Source: an optimization exercise on an open RTL-to-GDS flow (aim: small area and a short achievable clock period). Production flows keep margins and buffers that such runs may drop.
In this exercise RTL edits were held to simulation tests only and were not proved equivalent to the original.
Power figures rest on the tool's default switching activity, not on a simulated workload.

==> flow/design.v <==
module HA(a, b, Sum, Cout);
input a, b;  
output Sum, Cout;  
assign Sum = a ^ b; 
assign Cout = a & b; 
endmodule
module csa_dadda(A,B,Cin,Y,Cout);
input A,B,Cin;
output Y,Cout;
assign Y = A^B^Cin;
assign Cout = (A&B)|(A&Cin)|(B&Cin);
endmodule
module dadda_16_pipelined(clk, rst, A, B, Y_reg);
    input clk, rst;
    input [15:0] A;
    input [15:0] B;
    output reg [31:0] Y_reg;
    reg [15:0] a1, a2, a3, a4, a5, a6;
    reg [15:0] b1, b2, b3, b4, b5, b6;
    always @(posedge clk) begin
        a1 <= A;  a2 <= a1; a3 <= a2; a4 <= a3; a5 <= a4; a6 <= a5;
        b1 <= B;  b2 <= b1; b3 <= b2; b4 <= b3; b5 <= b4; b6 <= b5;
    end
    reg [2:0] hold;
    always @(posedge clk) begin
        if (!rst) hold <= 3'd7;
        else if (hold != 3'd0) hold <= hold - 3'd1;
    end
    wire ok = rst & (hold == 3'd0);
    wire [255:0] pp;
    genvar i, j;
    generate
        for (i = 0; i < 16; i = i + 1) begin : g_i
            for (j = 0; j < 16; j = j + 1) begin : g_j
                assign pp[i*16+j] = a6[j] & b6[i];
            end
        end
    endgenerate
    wire s0, c0, s1, c1, s2, c2, s3, c3, s4, c4, s5, c5;
    wire s6, c6, s7, c7, s8, c8, s9, c9, s10, c10, s11, c11;
    wire s12, c12, s13, c13, s14, c14, s15, c15, s16, c16, s17, c17;
    wire s18, c18, s19, c19, s20, c20, s21, c21, s22, c22, s23, c23;
    wire s24, c24, s25, c25, s26, c26, s27, c27, s28, c28, s29, c29;
    wire s30, c30, s31, c31, s32, c32, s33, c33, s34, c34, s35, c35;
    wire s36, c36, s37, c37, s38, c38, s39, c39, s40, c40, s41, c41;
    wire s42, c42, s43, c43, s44, c44, s45, c45, s46, c46, s47, c47;
    wire s48, c48, s49, c49, s50, c50, s51, c51, s52, c52, s53, c53;
    wire s54, c54, s55, c55, s56, c56, s57, c57, s58, c58, s59, c59;
    wire s60, c60, s61, c61, s62, c62, s63, c63, s64, c64, s65, c65;
    wire s66, c66, s67, c67, s68, c68, s69, c69, s70, c70, s71, c71;
    wire s72, c72, s73, c73, s74, c74, s75, c75, s76, c76, s77, c77;
    wire s78, c78, s79, c79, s80, c80, s81, c81, s82, c82, s83, c83;
    wire s84, c84, s85, c85, s86, c86, s87, c87, s88, c88, s89, c89;
    wire s90, c90, s91, c91, s92, c92, s93, c93, s94, c94, s95, c95;
    wire s96, c96, s97, c97, s98, c98, s99, c99, s100, c100, s101, c101;
    wire s102, c102, s103, c103, s104, c104, s105, c105, s106, c106, s107, c107;
    wire s108, c108, s109, c109, s110, c110, s111, c111, s112, c112, s113, c113;
    wire s114, c114, s115, c115, s116, c116, s117, c117, s118, c118, s119, c119;
    wire s120, c120, s121, c121, s122, c122, s123, c123, s124, c124, s125, c125;
    wire s126, c126, s127, c127, s128, c128, s129, c129, s130, c130, s131, c131;
    wire s132, c132, s133, c133, s134, c134, s135, c135, s136, c136, s137, c137;
    wire s138, c138, s139, c139, s140, c140, s141, c141, s142, c142, s143, c143;
    wire s144, c144, s145, c145, s146, c146, s147, c147, s148, c148, s149, c149;
    wire s150, c150, s151, c151, s152, c152, s153, c153, s154, c154, s155, c155;
    wire s156, c156, s157, c157, s158, c158, s159, c159, s160, c160, s161, c161;
    wire s162, c162, s163, c163, s164, c164, s165, c165, s166, c166, s167, c167;
    wire s168, c168, s169, c169, s170, c170, s171, c171, s172, c172, s173, c173;
    wire s174, c174, s175, c175, s176, c176, s177, c177, s178, c178, s179, c179;
    wire s180, c180, s181, c181, s182, c182, s183, c183, s184, c184, s185, c185;
    wire s186, c186, s187, c187, s188, c188, s189, c189, s190, c190, s191, c191;
    wire s192, c192, s193, c193, s194, c194, s195, c195, s196, c196, s197, c197;
    wire s198, c198, s199, c199, s200, c200, s201, c201, s202, c202, s203, c203;
    wire s204, c204, s205, c205, s206, c206, s207, c207, s208, c208, s209, c209;
    HA ha0 (.a(pp[13]), .b(pp[28]), .Sum(s0), .Cout(c0));
    csa_dadda fa0 (.A(pp[14]), .B(pp[29]), .Cin(pp[44]), .Y(s1), .Cout(c1));
    HA ha1 (.a(pp[59]), .b(pp[74]), .Sum(s2), .Cout(c2));
    csa_dadda fa1 (.A(pp[15]), .B(pp[30]), .Cin(pp[45]), .Y(s3), .Cout(c3));
    csa_dadda fa2 (.A(pp[60]), .B(pp[75]), .Cin(pp[90]), .Y(s4), .Cout(c4));
    HA ha2 (.a(pp[105]), .b(pp[120]), .Sum(s5), .Cout(c5));
    csa_dadda fa3 (.A(pp[31]), .B(pp[46]), .Cin(pp[61]), .Y(s6), .Cout(c6));
    csa_dadda fa4 (.A(pp[76]), .B(pp[91]), .Cin(pp[106]), .Y(s7), .Cout(c7));
    HA ha3 (.a(pp[121]), .b(pp[136]), .Sum(s8), .Cout(c8));
    csa_dadda fa5 (.A(pp[47]), .B(pp[62]), .Cin(pp[77]), .Y(s9), .Cout(c9));
    csa_dadda fa6 (.A(pp[92]), .B(pp[107]), .Cin(pp[122]), .Y(s10), .Cout(c10));
    csa_dadda fa7 (.A(pp[63]), .B(pp[78]), .Cin(pp[93]), .Y(s11), .Cout(c11));
    HA ha4 (.a(pp[9]), .b(pp[24]), .Sum(s12), .Cout(c12));
    csa_dadda fa8 (.A(pp[10]), .B(pp[25]), .Cin(pp[40]), .Y(s13), .Cout(c13));
    HA ha5 (.a(pp[55]), .b(pp[70]), .Sum(s14), .Cout(c14));
    csa_dadda fa9 (.A(pp[11]), .B(pp[26]), .Cin(pp[41]), .Y(s15), .Cout(c15));
    csa_dadda fa10 (.A(pp[56]), .B(pp[71]), .Cin(pp[86]), .Y(s16), .Cout(c16));
    HA ha6 (.a(pp[101]), .b(pp[116]), .Sum(s17), .Cout(c17));
    csa_dadda fa11 (.A(pp[12]), .B(pp[27]), .Cin(pp[42]), .Y(s18), .Cout(c18));
    csa_dadda fa12 (.A(pp[57]), .B(pp[72]), .Cin(pp[87]), .Y(s19), .Cout(c19));
    csa_dadda fa13 (.A(pp[102]), .B(pp[117]), .Cin(pp[132]), .Y(s20), .Cout(c20));
    HA ha7 (.a(pp[147]), .b(pp[162]), .Sum(s21), .Cout(c21));
    csa_dadda fa14 (.A(pp[43]), .B(pp[58]), .Cin(pp[73]), .Y(s22), .Cout(c22));
    csa_dadda fa15 (.A(pp[88]), .B(pp[103]), .Cin(pp[118]), .Y(s23), .Cout(c23));
    csa_dadda fa16 (.A(pp[133]), .B(pp[148]), .Cin(pp[163]), .Y(s24), .Cout(c24));
    csa_dadda fa17 (.A(pp[178]), .B(pp[193]), .Cin(pp[208]), .Y(s25), .Cout(c25));
    csa_dadda fa18 (.A(pp[89]), .B(pp[104]), .Cin(pp[119]), .Y(s26), .Cout(c26));
    csa_dadda fa19 (.A(pp[134]), .B(pp[149]), .Cin(pp[164]), .Y(s27), .Cout(c27));
    csa_dadda fa20 (.A(pp[179]), .B(pp[194]), .Cin(pp[209]), .Y(s28), .Cout(c28));
    csa_dadda fa21 (.A(pp[224]), .B(s1), .Cin(s2), .Y(s29), .Cout(c29));
    csa_dadda fa22 (.A(pp[135]), .B(pp[150]), .Cin(pp[165]), .Y(s30), .Cout(c30));
    csa_dadda fa23 (.A(pp[180]), .B(pp[195]), .Cin(pp[210]), .Y(s31), .Cout(c31));
    csa_dadda fa24 (.A(pp[225]), .B(pp[240]), .Cin(s3), .Y(s32), .Cout(c32));
    csa_dadda fa25 (.A(s4), .B(s5), .Cin(c1), .Y(s33), .Cout(c33));
    csa_dadda fa26 (.A(pp[151]), .B(pp[166]), .Cin(pp[181]), .Y(s34), .Cout(c34));
    csa_dadda fa27 (.A(pp[196]), .B(pp[211]), .Cin(pp[226]), .Y(s35), .Cout(c35));
    csa_dadda fa28 (.A(pp[241]), .B(s6), .Cin(s7), .Y(s36), .Cout(c36));
    csa_dadda fa29 (.A(s8), .B(c3), .Cin(c4), .Y(s37), .Cout(c37));
    csa_dadda fa30 (.A(pp[137]), .B(pp[152]), .Cin(pp[167]), .Y(s38), .Cout(c38));
    csa_dadda fa31 (.A(pp[182]), .B(pp[197]), .Cin(pp[212]), .Y(s39), .Cout(c39));
    csa_dadda fa32 (.A(pp[227]), .B(pp[242]), .Cin(s9), .Y(s40), .Cout(c40));
    csa_dadda fa33 (.A(s10), .B(c6), .Cin(c7), .Y(s41), .Cout(c41));
    csa_dadda fa34 (.A(pp[108]), .B(pp[123]), .Cin(pp[138]), .Y(s42), .Cout(c42));
    csa_dadda fa35 (.A(pp[153]), .B(pp[168]), .Cin(pp[183]), .Y(s43), .Cout(c43));
    csa_dadda fa36 (.A(pp[198]), .B(pp[213]), .Cin(pp[228]), .Y(s44), .Cout(c44));
    csa_dadda fa37 (.A(pp[243]), .B(s11), .Cin(c9), .Y(s45), .Cout(c45));
    csa_dadda fa38 (.A(pp[79]), .B(pp[94]), .Cin(pp[109]), .Y(s46), .Cout(c46));
    csa_dadda fa39 (.A(pp[124]), .B(pp[139]), .Cin(pp[154]), .Y(s47), .Cout(c47));
    csa_dadda fa40 (.A(pp[169]), .B(pp[184]), .Cin(pp[199]), .Y(s48), .Cout(c48));
    csa_dadda fa41 (.A(pp[214]), .B(pp[229]), .Cin(pp[244]), .Y(s49), .Cout(c49));
    csa_dadda fa42 (.A(pp[95]), .B(pp[110]), .Cin(pp[125]), .Y(s50), .Cout(c50));
    csa_dadda fa43 (.A(pp[140]), .B(pp[155]), .Cin(pp[170]), .Y(s51), .Cout(c51));
    csa_dadda fa44 (.A(pp[185]), .B(pp[200]), .Cin(pp[215]), .Y(s52), .Cout(c52));
    csa_dadda fa45 (.A(pp[111]), .B(pp[126]), .Cin(pp[141]), .Y(s53), .Cout(c53));
    csa_dadda fa46 (.A(pp[156]), .B(pp[171]), .Cin(pp[186]), .Y(s54), .Cout(c54));
    csa_dadda fa47 (.A(pp[127]), .B(pp[142]), .Cin(pp[157]), .Y(s55), .Cout(c55));
    HA ha8 (.a(pp[6]), .b(pp[21]), .Sum(s56), .Cout(c56));
    csa_dadda fa48 (.A(pp[7]), .B(pp[22]), .Cin(pp[37]), .Y(s57), .Cout(c57));
    HA ha9 (.a(pp[52]), .b(pp[67]), .Sum(s58), .Cout(c58));
    csa_dadda fa49 (.A(pp[8]), .B(pp[23]), .Cin(pp[38]), .Y(s59), .Cout(c59));
    csa_dadda fa50 (.A(pp[53]), .B(pp[68]), .Cin(pp[83]), .Y(s60), .Cout(c60));
    HA ha10 (.a(pp[98]), .b(pp[113]), .Sum(s61), .Cout(c61));
    csa_dadda fa51 (.A(pp[39]), .B(pp[54]), .Cin(pp[69]), .Y(s62), .Cout(c62));
    csa_dadda fa52 (.A(pp[84]), .B(pp[99]), .Cin(pp[114]), .Y(s63), .Cout(c63));
    csa_dadda fa53 (.A(pp[129]), .B(pp[144]), .Cin(s12), .Y(s64), .Cout(c64));
    csa_dadda fa54 (.A(pp[85]), .B(pp[100]), .Cin(pp[115]), .Y(s65), .Cout(c65));
    csa_dadda fa55 (.A(pp[130]), .B(pp[145]), .Cin(pp[160]), .Y(s66), .Cout(c66));
    csa_dadda fa56 (.A(s13), .B(s14), .Cin(c12), .Y(s67), .Cout(c67));
    csa_dadda fa57 (.A(pp[131]), .B(pp[146]), .Cin(pp[161]), .Y(s68), .Cout(c68));
    csa_dadda fa58 (.A(pp[176]), .B(s15), .Cin(s16), .Y(s69), .Cout(c69));
    csa_dadda fa59 (.A(s17), .B(c13), .Cin(c14), .Y(s70), .Cout(c70));
    csa_dadda fa60 (.A(pp[177]), .B(pp[192]), .Cin(s18), .Y(s71), .Cout(c71));
    csa_dadda fa61 (.A(s19), .B(s20), .Cin(s21), .Y(s72), .Cout(c72));
    csa_dadda fa62 (.A(c15), .B(c16), .Cin(c17), .Y(s73), .Cout(c73));
    csa_dadda fa63 (.A(s0), .B(s22), .Cin(s23), .Y(s74), .Cout(c74));
    csa_dadda fa64 (.A(s24), .B(s25), .Cin(c18), .Y(s75), .Cout(c75));
    csa_dadda fa65 (.A(c19), .B(c20), .Cin(c21), .Y(s76), .Cout(c76));
    csa_dadda fa66 (.A(c0), .B(s26), .Cin(s27), .Y(s77), .Cout(c77));
    csa_dadda fa67 (.A(s28), .B(s29), .Cin(c22), .Y(s78), .Cout(c78));
    csa_dadda fa68 (.A(c23), .B(c24), .Cin(c25), .Y(s79), .Cout(c79));
    csa_dadda fa69 (.A(c2), .B(s30), .Cin(s31), .Y(s80), .Cout(c80));
    csa_dadda fa70 (.A(s32), .B(s33), .Cin(c26), .Y(s81), .Cout(c81));
    csa_dadda fa71 (.A(c27), .B(c28), .Cin(c29), .Y(s82), .Cout(c82));
    csa_dadda fa72 (.A(c5), .B(s34), .Cin(s35), .Y(s83), .Cout(c83));
    csa_dadda fa73 (.A(s36), .B(s37), .Cin(c30), .Y(s84), .Cout(c84));
    csa_dadda fa74 (.A(c31), .B(c32), .Cin(c33), .Y(s85), .Cout(c85));
    csa_dadda fa75 (.A(c8), .B(s38), .Cin(s39), .Y(s86), .Cout(c86));
    csa_dadda fa76 (.A(s40), .B(s41), .Cin(c34), .Y(s87), .Cout(c87));
    csa_dadda fa77 (.A(c35), .B(c36), .Cin(c37), .Y(s88), .Cout(c88));
    csa_dadda fa78 (.A(c10), .B(s42), .Cin(s43), .Y(s89), .Cout(c89));
    csa_dadda fa79 (.A(s44), .B(s45), .Cin(c38), .Y(s90), .Cout(c90));
    csa_dadda fa80 (.A(c39), .B(c40), .Cin(c41), .Y(s91), .Cout(c91));
    csa_dadda fa81 (.A(c11), .B(s46), .Cin(s47), .Y(s92), .Cout(c92));
    csa_dadda fa82 (.A(s48), .B(s49), .Cin(c42), .Y(s93), .Cout(c93));
    csa_dadda fa83 (.A(c43), .B(c44), .Cin(c45), .Y(s94), .Cout(c94));
    csa_dadda fa84 (.A(pp[230]), .B(pp[245]), .Cin(s50), .Y(s95), .Cout(c95));
    csa_dadda fa85 (.A(s51), .B(s52), .Cin(c46), .Y(s96), .Cout(c96));
    csa_dadda fa86 (.A(c47), .B(c48), .Cin(c49), .Y(s97), .Cout(c97));
    csa_dadda fa87 (.A(pp[201]), .B(pp[216]), .Cin(pp[231]), .Y(s98), .Cout(c98));
    csa_dadda fa88 (.A(pp[246]), .B(s53), .Cin(s54), .Y(s99), .Cout(c99));
    csa_dadda fa89 (.A(c50), .B(c51), .Cin(c52), .Y(s100), .Cout(c100));
    csa_dadda fa90 (.A(pp[172]), .B(pp[187]), .Cin(pp[202]), .Y(s101), .Cout(c101));
    csa_dadda fa91 (.A(pp[217]), .B(pp[232]), .Cin(pp[247]), .Y(s102), .Cout(c102));
    csa_dadda fa92 (.A(s55), .B(c53), .Cin(c54), .Y(s103), .Cout(c103));
    csa_dadda fa93 (.A(pp[143]), .B(pp[158]), .Cin(pp[173]), .Y(s104), .Cout(c104));
    csa_dadda fa94 (.A(pp[188]), .B(pp[203]), .Cin(pp[218]), .Y(s105), .Cout(c105));
    csa_dadda fa95 (.A(pp[233]), .B(pp[248]), .Cin(c55), .Y(s106), .Cout(c106));
    csa_dadda fa96 (.A(pp[159]), .B(pp[174]), .Cin(pp[189]), .Y(s107), .Cout(c107));
    csa_dadda fa97 (.A(pp[204]), .B(pp[219]), .Cin(pp[234]), .Y(s108), .Cout(c108));
    csa_dadda fa98 (.A(pp[175]), .B(pp[190]), .Cin(pp[205]), .Y(s109), .Cout(c109));
    HA ha11 (.a(pp[4]), .b(pp[19]), .Sum(s110), .Cout(c110));
    csa_dadda fa99 (.A(pp[5]), .B(pp[20]), .Cin(pp[35]), .Y(s111), .Cout(c111));
    HA ha12 (.a(pp[50]), .b(pp[65]), .Sum(s112), .Cout(c112));
    csa_dadda fa100 (.A(pp[36]), .B(pp[51]), .Cin(pp[66]), .Y(s113), .Cout(c113));
    csa_dadda fa101 (.A(pp[81]), .B(pp[96]), .Cin(s56), .Y(s114), .Cout(c114));
    csa_dadda fa102 (.A(pp[82]), .B(pp[97]), .Cin(pp[112]), .Y(s115), .Cout(c115));
    csa_dadda fa103 (.A(s57), .B(s58), .Cin(c56), .Y(s116), .Cout(c116));
    csa_dadda fa104 (.A(pp[128]), .B(s59), .Cin(s60), .Y(s117), .Cout(c117));
    csa_dadda fa105 (.A(s61), .B(c57), .Cin(c58), .Y(s118), .Cout(c118));
    csa_dadda fa106 (.A(s62), .B(s63), .Cin(s64), .Y(s119), .Cout(c119));
    csa_dadda fa107 (.A(c59), .B(c60), .Cin(c61), .Y(s120), .Cout(c120));
    csa_dadda fa108 (.A(s65), .B(s66), .Cin(s67), .Y(s121), .Cout(c121));
    csa_dadda fa109 (.A(c62), .B(c63), .Cin(c64), .Y(s122), .Cout(c122));
    csa_dadda fa110 (.A(s68), .B(s69), .Cin(s70), .Y(s123), .Cout(c123));
    csa_dadda fa111 (.A(c65), .B(c66), .Cin(c67), .Y(s124), .Cout(c124));
    csa_dadda fa112 (.A(s71), .B(s72), .Cin(s73), .Y(s125), .Cout(c125));
    csa_dadda fa113 (.A(c68), .B(c69), .Cin(c70), .Y(s126), .Cout(c126));
    csa_dadda fa114 (.A(s74), .B(s75), .Cin(s76), .Y(s127), .Cout(c127));
    csa_dadda fa115 (.A(c71), .B(c72), .Cin(c73), .Y(s128), .Cout(c128));
    csa_dadda fa116 (.A(s77), .B(s78), .Cin(s79), .Y(s129), .Cout(c129));
    csa_dadda fa117 (.A(c74), .B(c75), .Cin(c76), .Y(s130), .Cout(c130));
    csa_dadda fa118 (.A(s80), .B(s81), .Cin(s82), .Y(s131), .Cout(c131));
    csa_dadda fa119 (.A(c77), .B(c78), .Cin(c79), .Y(s132), .Cout(c132));
    csa_dadda fa120 (.A(s83), .B(s84), .Cin(s85), .Y(s133), .Cout(c133));
    csa_dadda fa121 (.A(c80), .B(c81), .Cin(c82), .Y(s134), .Cout(c134));
    csa_dadda fa122 (.A(s86), .B(s87), .Cin(s88), .Y(s135), .Cout(c135));
    csa_dadda fa123 (.A(c83), .B(c84), .Cin(c85), .Y(s136), .Cout(c136));
    csa_dadda fa124 (.A(s89), .B(s90), .Cin(s91), .Y(s137), .Cout(c137));
    csa_dadda fa125 (.A(c86), .B(c87), .Cin(c88), .Y(s138), .Cout(c138));
    csa_dadda fa126 (.A(s92), .B(s93), .Cin(s94), .Y(s139), .Cout(c139));
    csa_dadda fa127 (.A(c89), .B(c90), .Cin(c91), .Y(s140), .Cout(c140));
    csa_dadda fa128 (.A(s95), .B(s96), .Cin(s97), .Y(s141), .Cout(c141));
    csa_dadda fa129 (.A(c92), .B(c93), .Cin(c94), .Y(s142), .Cout(c142));
    csa_dadda fa130 (.A(s98), .B(s99), .Cin(s100), .Y(s143), .Cout(c143));
    csa_dadda fa131 (.A(c95), .B(c96), .Cin(c97), .Y(s144), .Cout(c144));
    csa_dadda fa132 (.A(s101), .B(s102), .Cin(s103), .Y(s145), .Cout(c145));
    csa_dadda fa133 (.A(c98), .B(c99), .Cin(c100), .Y(s146), .Cout(c146));
    csa_dadda fa134 (.A(s104), .B(s105), .Cin(s106), .Y(s147), .Cout(c147));
    csa_dadda fa135 (.A(c101), .B(c102), .Cin(c103), .Y(s148), .Cout(c148));
    csa_dadda fa136 (.A(pp[249]), .B(s107), .Cin(s108), .Y(s149), .Cout(c149));
    csa_dadda fa137 (.A(c104), .B(c105), .Cin(c106), .Y(s150), .Cout(c150));
    csa_dadda fa138 (.A(pp[220]), .B(pp[235]), .Cin(pp[250]), .Y(s151), .Cout(c151));
    csa_dadda fa139 (.A(s109), .B(c107), .Cin(c108), .Y(s152), .Cout(c152));
    csa_dadda fa140 (.A(pp[191]), .B(pp[206]), .Cin(pp[221]), .Y(s153), .Cout(c153));
    csa_dadda fa141 (.A(pp[236]), .B(pp[251]), .Cin(c109), .Y(s154), .Cout(c154));
    csa_dadda fa142 (.A(pp[207]), .B(pp[222]), .Cin(pp[237]), .Y(s155), .Cout(c155));
    HA ha13 (.a(pp[3]), .b(pp[18]), .Sum(s156), .Cout(c156));
    csa_dadda fa143 (.A(pp[34]), .B(pp[49]), .Cin(pp[64]), .Y(s157), .Cout(c157));
    csa_dadda fa144 (.A(pp[80]), .B(s111), .Cin(s112), .Y(s158), .Cout(c158));
    csa_dadda fa145 (.A(s113), .B(s114), .Cin(c111), .Y(s159), .Cout(c159));
    csa_dadda fa146 (.A(s115), .B(s116), .Cin(c113), .Y(s160), .Cout(c160));
    csa_dadda fa147 (.A(s117), .B(s118), .Cin(c115), .Y(s161), .Cout(c161));
    csa_dadda fa148 (.A(s119), .B(s120), .Cin(c117), .Y(s162), .Cout(c162));
    csa_dadda fa149 (.A(s121), .B(s122), .Cin(c119), .Y(s163), .Cout(c163));
    csa_dadda fa150 (.A(s123), .B(s124), .Cin(c121), .Y(s164), .Cout(c164));
    csa_dadda fa151 (.A(s125), .B(s126), .Cin(c123), .Y(s165), .Cout(c165));
    csa_dadda fa152 (.A(s127), .B(s128), .Cin(c125), .Y(s166), .Cout(c166));
    csa_dadda fa153 (.A(s129), .B(s130), .Cin(c127), .Y(s167), .Cout(c167));
    csa_dadda fa154 (.A(s131), .B(s132), .Cin(c129), .Y(s168), .Cout(c168));
    csa_dadda fa155 (.A(s133), .B(s134), .Cin(c131), .Y(s169), .Cout(c169));
    csa_dadda fa156 (.A(s135), .B(s136), .Cin(c133), .Y(s170), .Cout(c170));
    csa_dadda fa157 (.A(s137), .B(s138), .Cin(c135), .Y(s171), .Cout(c171));
    csa_dadda fa158 (.A(s139), .B(s140), .Cin(c137), .Y(s172), .Cout(c172));
    csa_dadda fa159 (.A(s141), .B(s142), .Cin(c139), .Y(s173), .Cout(c173));
    csa_dadda fa160 (.A(s143), .B(s144), .Cin(c141), .Y(s174), .Cout(c174));
    csa_dadda fa161 (.A(s145), .B(s146), .Cin(c143), .Y(s175), .Cout(c175));
    csa_dadda fa162 (.A(s147), .B(s148), .Cin(c145), .Y(s176), .Cout(c176));
    csa_dadda fa163 (.A(s149), .B(s150), .Cin(c147), .Y(s177), .Cout(c177));
    csa_dadda fa164 (.A(s151), .B(s152), .Cin(c149), .Y(s178), .Cout(c178));
    csa_dadda fa165 (.A(s153), .B(s154), .Cin(c151), .Y(s179), .Cout(c179));
    csa_dadda fa166 (.A(pp[252]), .B(s155), .Cin(c153), .Y(s180), .Cout(c180));
    csa_dadda fa167 (.A(pp[223]), .B(pp[238]), .Cin(pp[253]), .Y(s181), .Cout(c181));
    reg [87:0] m_q;
    always @(posedge clk) begin
        m_q <= {pp[255], c181, pp[254], pp[239], c180, s181, c155, c179, s180, c154, c178, s179, c152, c177, s178, c150, c176, s177, c148, c175, s176, c146, c174, s175, c144, c173, s174, c142, c172, s173, c140, c171, s172, c138, c170, s171, c136, c169, s170, c134, c168, s169, c132, c167, s168, c130, c166, s167, c128, c165, s166, c126, c164, s165, c124, c163, s164, c122, c162, s163, c120, c161, s162, c118, c160, s161, c116, c159, s160, c114, c158, s159, c112, c157, s158, c110, c156, s157, s110, s156, pp[48], pp[33], pp[32], pp[17], pp[2], pp[16], pp[1], pp[0]};
    end
    HA ha14 (.a(m_q[3]), .b(m_q[4]), .Sum(s182), .Cout(c182));
    csa_dadda fa168 (.A(m_q[6]), .B(m_q[7]), .Cin(m_q[8]), .Y(s183), .Cout(c183));
    csa_dadda fa169 (.A(m_q[9]), .B(m_q[10]), .Cin(m_q[11]), .Y(s184), .Cout(c184));
    csa_dadda fa170 (.A(m_q[12]), .B(m_q[13]), .Cin(m_q[14]), .Y(s185), .Cout(c185));
    csa_dadda fa171 (.A(m_q[15]), .B(m_q[16]), .Cin(m_q[17]), .Y(s186), .Cout(c186));
    csa_dadda fa172 (.A(m_q[18]), .B(m_q[19]), .Cin(m_q[20]), .Y(s187), .Cout(c187));
    csa_dadda fa173 (.A(m_q[21]), .B(m_q[22]), .Cin(m_q[23]), .Y(s188), .Cout(c188));
    csa_dadda fa174 (.A(m_q[24]), .B(m_q[25]), .Cin(m_q[26]), .Y(s189), .Cout(c189));
    csa_dadda fa175 (.A(m_q[27]), .B(m_q[28]), .Cin(m_q[29]), .Y(s190), .Cout(c190));
    csa_dadda fa176 (.A(m_q[30]), .B(m_q[31]), .Cin(m_q[32]), .Y(s191), .Cout(c191));
    csa_dadda fa177 (.A(m_q[33]), .B(m_q[34]), .Cin(m_q[35]), .Y(s192), .Cout(c192));
    csa_dadda fa178 (.A(m_q[36]), .B(m_q[37]), .Cin(m_q[38]), .Y(s193), .Cout(c193));
    csa_dadda fa179 (.A(m_q[39]), .B(m_q[40]), .Cin(m_q[41]), .Y(s194), .Cout(c194));
    csa_dadda fa180 (.A(m_q[42]), .B(m_q[43]), .Cin(m_q[44]), .Y(s195), .Cout(c195));
    csa_dadda fa181 (.A(m_q[45]), .B(m_q[46]), .Cin(m_q[47]), .Y(s196), .Cout(c196));
    csa_dadda fa182 (.A(m_q[48]), .B(m_q[49]), .Cin(m_q[50]), .Y(s197), .Cout(c197));
    csa_dadda fa183 (.A(m_q[51]), .B(m_q[52]), .Cin(m_q[53]), .Y(s198), .Cout(c198));
    csa_dadda fa184 (.A(m_q[54]), .B(m_q[55]), .Cin(m_q[56]), .Y(s199), .Cout(c199));
    csa_dadda fa185 (.A(m_q[57]), .B(m_q[58]), .Cin(m_q[59]), .Y(s200), .Cout(c200));
    csa_dadda fa186 (.A(m_q[60]), .B(m_q[61]), .Cin(m_q[62]), .Y(s201), .Cout(c201));
    csa_dadda fa187 (.A(m_q[63]), .B(m_q[64]), .Cin(m_q[65]), .Y(s202), .Cout(c202));
    csa_dadda fa188 (.A(m_q[66]), .B(m_q[67]), .Cin(m_q[68]), .Y(s203), .Cout(c203));
    csa_dadda fa189 (.A(m_q[69]), .B(m_q[70]), .Cin(m_q[71]), .Y(s204), .Cout(c204));
    csa_dadda fa190 (.A(m_q[72]), .B(m_q[73]), .Cin(m_q[74]), .Y(s205), .Cout(c205));
    csa_dadda fa191 (.A(m_q[75]), .B(m_q[76]), .Cin(m_q[77]), .Y(s206), .Cout(c206));
    csa_dadda fa192 (.A(m_q[78]), .B(m_q[79]), .Cin(m_q[80]), .Y(s207), .Cout(c207));
    csa_dadda fa193 (.A(m_q[81]), .B(m_q[82]), .Cin(m_q[83]), .Y(s208), .Cout(c208));
    csa_dadda fa194 (.A(m_q[84]), .B(m_q[85]), .Cin(m_q[86]), .Y(s209), .Cout(c209));
    wire [31:0] r0 = {1'b0, m_q[87], s209, s208, s207, s206, s205, s204, s203, s202, s201, s200, s199, s198, s197, s196, s195, s194, s193, s192, s191, s190, s189, s188, s187, s186, s185, s184, s183, m_q[5], m_q[1], m_q[0]};
    wire [31:0] r1 = {1'b0, c209, c208, c207, c206, c205, c204, c203, c202, c201, c200, c199, c198, c197, c196, c195, c194, c193, c192, c191, c190, c189, c188, c187, c186, c185, c184, c183, c182, s182, m_q[2], 1'b0};
    wire [31:0] sum = r0 + r1;
    always @(posedge clk) begin
        Y_reg <= ok ? sum : 32'd0;
    end
endmodule
==> flow/run.sh <==
#!/bin/bash
# synth_recipe.tcl (not shown) runs the flow's synth.tcl, then flattens the netlist and writes it again
# the make line also repeats each setting of config.mk as NAME=value (left out here)
make -C /OpenROAD-flow-scripts/flow DESIGN_CONFIG=/design/flow/config.mk WORK_HOME=/design/flow/orfs CLKGATE_MAP_FILE= SYNTH_SCRIPT=/design/flow/synth_recipe.tcl finish
==> flow/config.mk <==
export PLATFORM = sky130hd
export DESIGN_NAME = dadda_16_pipelined
export DESIGN_NICKNAME = dadda_16_pipelined
export VERILOG_FILES = /design/flow/design.v
export SDC_FILE = /design/flow/constraint.sdc
export NUM_CORES = 4
export LEC_CHECK = 0
export CAP_MARGIN = 20
export CORE_MARGIN = 2
export CORE_UTILIZATION = 40
export SLEW_MARGIN = 20
==> flow/constraint.sdc <==
create_clock -name core_clock -period 9.0 [get_ports {clk}]
set_input_delay 1.8000 -clock core_clock [delete_from_list [all_inputs] [get_ports {clk}]]
set_output_delay 1.8000 -clock core_clock [all_outputs]
set_load 0.01 [all_outputs]
==> results.tsv <==
stage	metric	value	unit
final_layout	final_core_util	46.73	%
floorplan	die_area	0.03781	sq mm
synthesis	synth_flop_cell	dfxtp_1	
grt	grt_max_degree	31	
synthesis	ys_warn_count	1	
synthesis	synthArstFlopShare	0	%
grt	grtUsageTotal	15.96	%
clocking	htreeDepth	2	
floorplan	io_pins	66	
final_layout	fillerInstances	3266	
clocking	clk_root_buffer_cell	clkbuf_16	
timing	setup_slack	5.326	ns
timing	tightest_slew	0.8462	ns
place	dp_slack	5.269	ns
worst_setup_path	critPathMaxStageDelay	0.76	ns
detailed_routing	firstDrtPassIters	19	
grt	antenna_found_initial	0	
final_layout	final_cell_mix	315 x dfxtp_1, 196 x fa_1, 187 x inv_1, 145 x and2_1, 140 x nand2_1	
synthesis	synth.distinct_cells	54	
pwr	p_leak	7.487	nW
floorplan	num_rows	69	
final_layout	n_antenna_cell	0	
worst_setup_path	end_kind	register	
detailed_routing	vias	8438	
run_status	status	complete, no violations	
timing	slew_violations	0	
timing	fin_tns_setup	0	ns
synthesis	synthCells	1287	
final_layout	area_growth	14.85	%
final_layout	design_area	0.01666	sq mm
clocking	cts_tree	yes	
clocking	cts-resized-gates	0	
timing	period_needed	3.674	ns
final_layout	largest_reg_flops	88	
synthesis	syn_area	0.01451	sq mm
timing	fmax	0.2722	GHz
final_layout	drive_above_1_share	4.825	%
timing	finalHoldViolations	0	
place	io_buffers	65	
detailed_routing	route.detailed.drc	0	
synthesis	synth_edf_count	0	
detailed_routing	viasPerCell	4.613	
place	dpl.hpwl	20930	um
worst_setup_path	cpLargestDelayFamily	adder cells	
worst_setup_path	cpMaxStageDelayCell	dfxtp_1	
floorplan	die_x	194.4	um
worst_setup_path	worst_setup_path_start_kind	register	
detailed_routing	routedWlPerCell	15.72	um
grt	grt_pass1_wl	47600	um
worst_setup_path	crit_arrival	4.06	ns
pwr	ir_drop	144.0	uV
grt	grt_pass1_vias	9168	
place	post_dp_cell_area	0.01556	sq mm
final_layout	stdcell_count	1829	
synthesis	yosysSeqAreaShare	43.47	%
floorplan	initial_core_util	40.68	%
synthesis	syn_nets	1564	
clocking	cts_hold_buf	0	
worst_setup_path	crit_buf_inv	1	
place	gp_congestion	0.8479	
clocking	numClockSinks	315	
pwr	p_per_area	299.2	mW/mm^2
worst_setup_path	crit_chain	nand2_1 > fa_1 > inv_1 > fa_1 > fa_1 > fa_1 > fa_1	
grt	grt_overflow	0	
clocking	cts_setup_buffers	0	
final_layout	fin_nets	1621	
worst_setup_path	crit_required	9.39	ns
floorplan	coreArea	0.03566	sq mm
detailed_routing	drtAntennaViolNets	0	
clocking	numCtsBuffers	34	
clocking	clock_path_buffers	3	
timing	fin_crit_sh	40.82	%
synthesis	syn_area_per_cell	11.27	sq um
timing	setup_viol	0	
floorplan	die_h	194.4	um
timing	finClkSkew	0.02290	ns
place	dp_cells	1768	
run	cap_violations	0	
detailed_routing	wl	28760	um
worst_setup_path	path_class	register to register	
final_layout	layout.cells.most_common	dfxtp_1	
min_path	min_path_type	register to register	
timing	max_slew_margin	43.51	%
synthesis	synth-seq-cells	315	
worst_setup_path	crit_top_cell	fa_1	
worst_setup_path	path_max_fanout	16	
detailed_routing	initialDrtViolationCount	371	
clocking	clkTransAtPathRegs	0.07	ns
timing	rsz0062_at_grt	false	
clocking	insertion_delay	0.53	ns
==> through the flow <==
step,power [mW],hold slack (ns)
global placement,3.693,0.3096
finish,4.986,0.3138
floorplan,3.180,0.3096
global route,5.394,0.3238
CTS,5.048,0.3196
detailed placement,3.690,0.3121
==> cell usage after synthesis (3+ instances only) <==
library cell    n  share of area [%]
or3b_1          3               0.18
dfxtp_1       315                 43
fa_1          196                 27
xor2_1          7               0.42
o21ai_0        11               0.38
a211oi_1        3               0.16
ha_1           47                4.1
o21bai_1        6               0.31
nor2_1         33               0.85
nand3_1         9               0.31
and2_1        145                6.3
clkbuf_1       37               0.96
buf_2           5               0.17
o21a_1         10               0.52
nand4_1         7               0.30
and3_1          7               0.30
inv_1         187                4.8
a21o_1         13               0.67
xnor2_1        12               0.72
nor3b_1         4               0.21
a21oi_1        35                1.2
nor2b_1         3               0.13
nand2_1       140                3.6
nor3_1         14               0.48
==> cell type report <==
class	count	area, sq um	share of cell area, %
clock buffers	44	908.4	5.452
repair buffers	66	665.6	3.995
inverters	187	701.9	4.213
clock inverters	16	180.2	1.081
multi-input cells	740	7322	43.95
flip-flops and latches	315	6306	37.85
well taps	461	576.8	3.462
==> cells by family after synthesis <==
family / after synthesis / synth area share, %
AO/OA/AOI/OAI: 101 / 4.899
XOR/XNOR: 19 / 1.147
adder cells (fa/ha/maj): 243 / 31.10
buffers and inverters: 232 / 6.055
flip-flops: 315 / 43.47
multiplexers: 3 / 0.2156
AND/OR/NAND/NOR: 374 / 13.11
==> power breakdown <==
group,internal (mW),switching (mW),total (mW)
Clock,0.782,0.545,1.33
Combinational,0.821,1.16,1.98
Sequential,1.57,0.115,1.68
Total,3.17,1.82,4.99
==> final timing paths <==
check               from       to  slack (ns)  depth (start not counted)
setup / recovery  a6[15]  m_q[49]        5.33                          7
hold / removal     a3[9]    a4[9]        0.31                          0
hold reg to reg    a3[9]    a4[9]        0.31                          0
setup reg to reg  a6[15]  m_q[49]        5.33                          7
==> layer usage <==
metal	vias to the layer above	GRT usage (%)	wire length [um]
met4	0	6.040	919
met5	-	0	0
met1	4092	21.36	13230
met2	248	25.26	12790
li1	4039	-	-
met3	59	3.696	1823

## port drivers added, routing unchanged
The flow's constraints put no driver on any port. The routed layout listed below was extracted and timed again, unchanged, in two steps.
Step 1 assumes that a clkbuf_16 drives the clock port and a buf_2 every other input.
Step 2 adds t to the input delays and takes it off the output delays; t is the mean of the earliest and latest rising clock arrival at the registers after step 1. Input paths then give back, and output paths get back, about the clock's delay inside the block.
a / b / c = no drivers / after step 1 / after step 2; a / b = the first two.
t (ns): 0.564
slack for setup (ns): 5.326 / 5.326 / 5.326
worst hold slack (ns): 0.314 / 0.314 / 0.314
worst data-port slew with drivers (ns): 0.04
cell pins on the clock port's net: 1
After both steps setup and hold are still met in this run. The setup slack of this run moves by 0.000 ns with the drivers and by 0.000 ns with both steps.
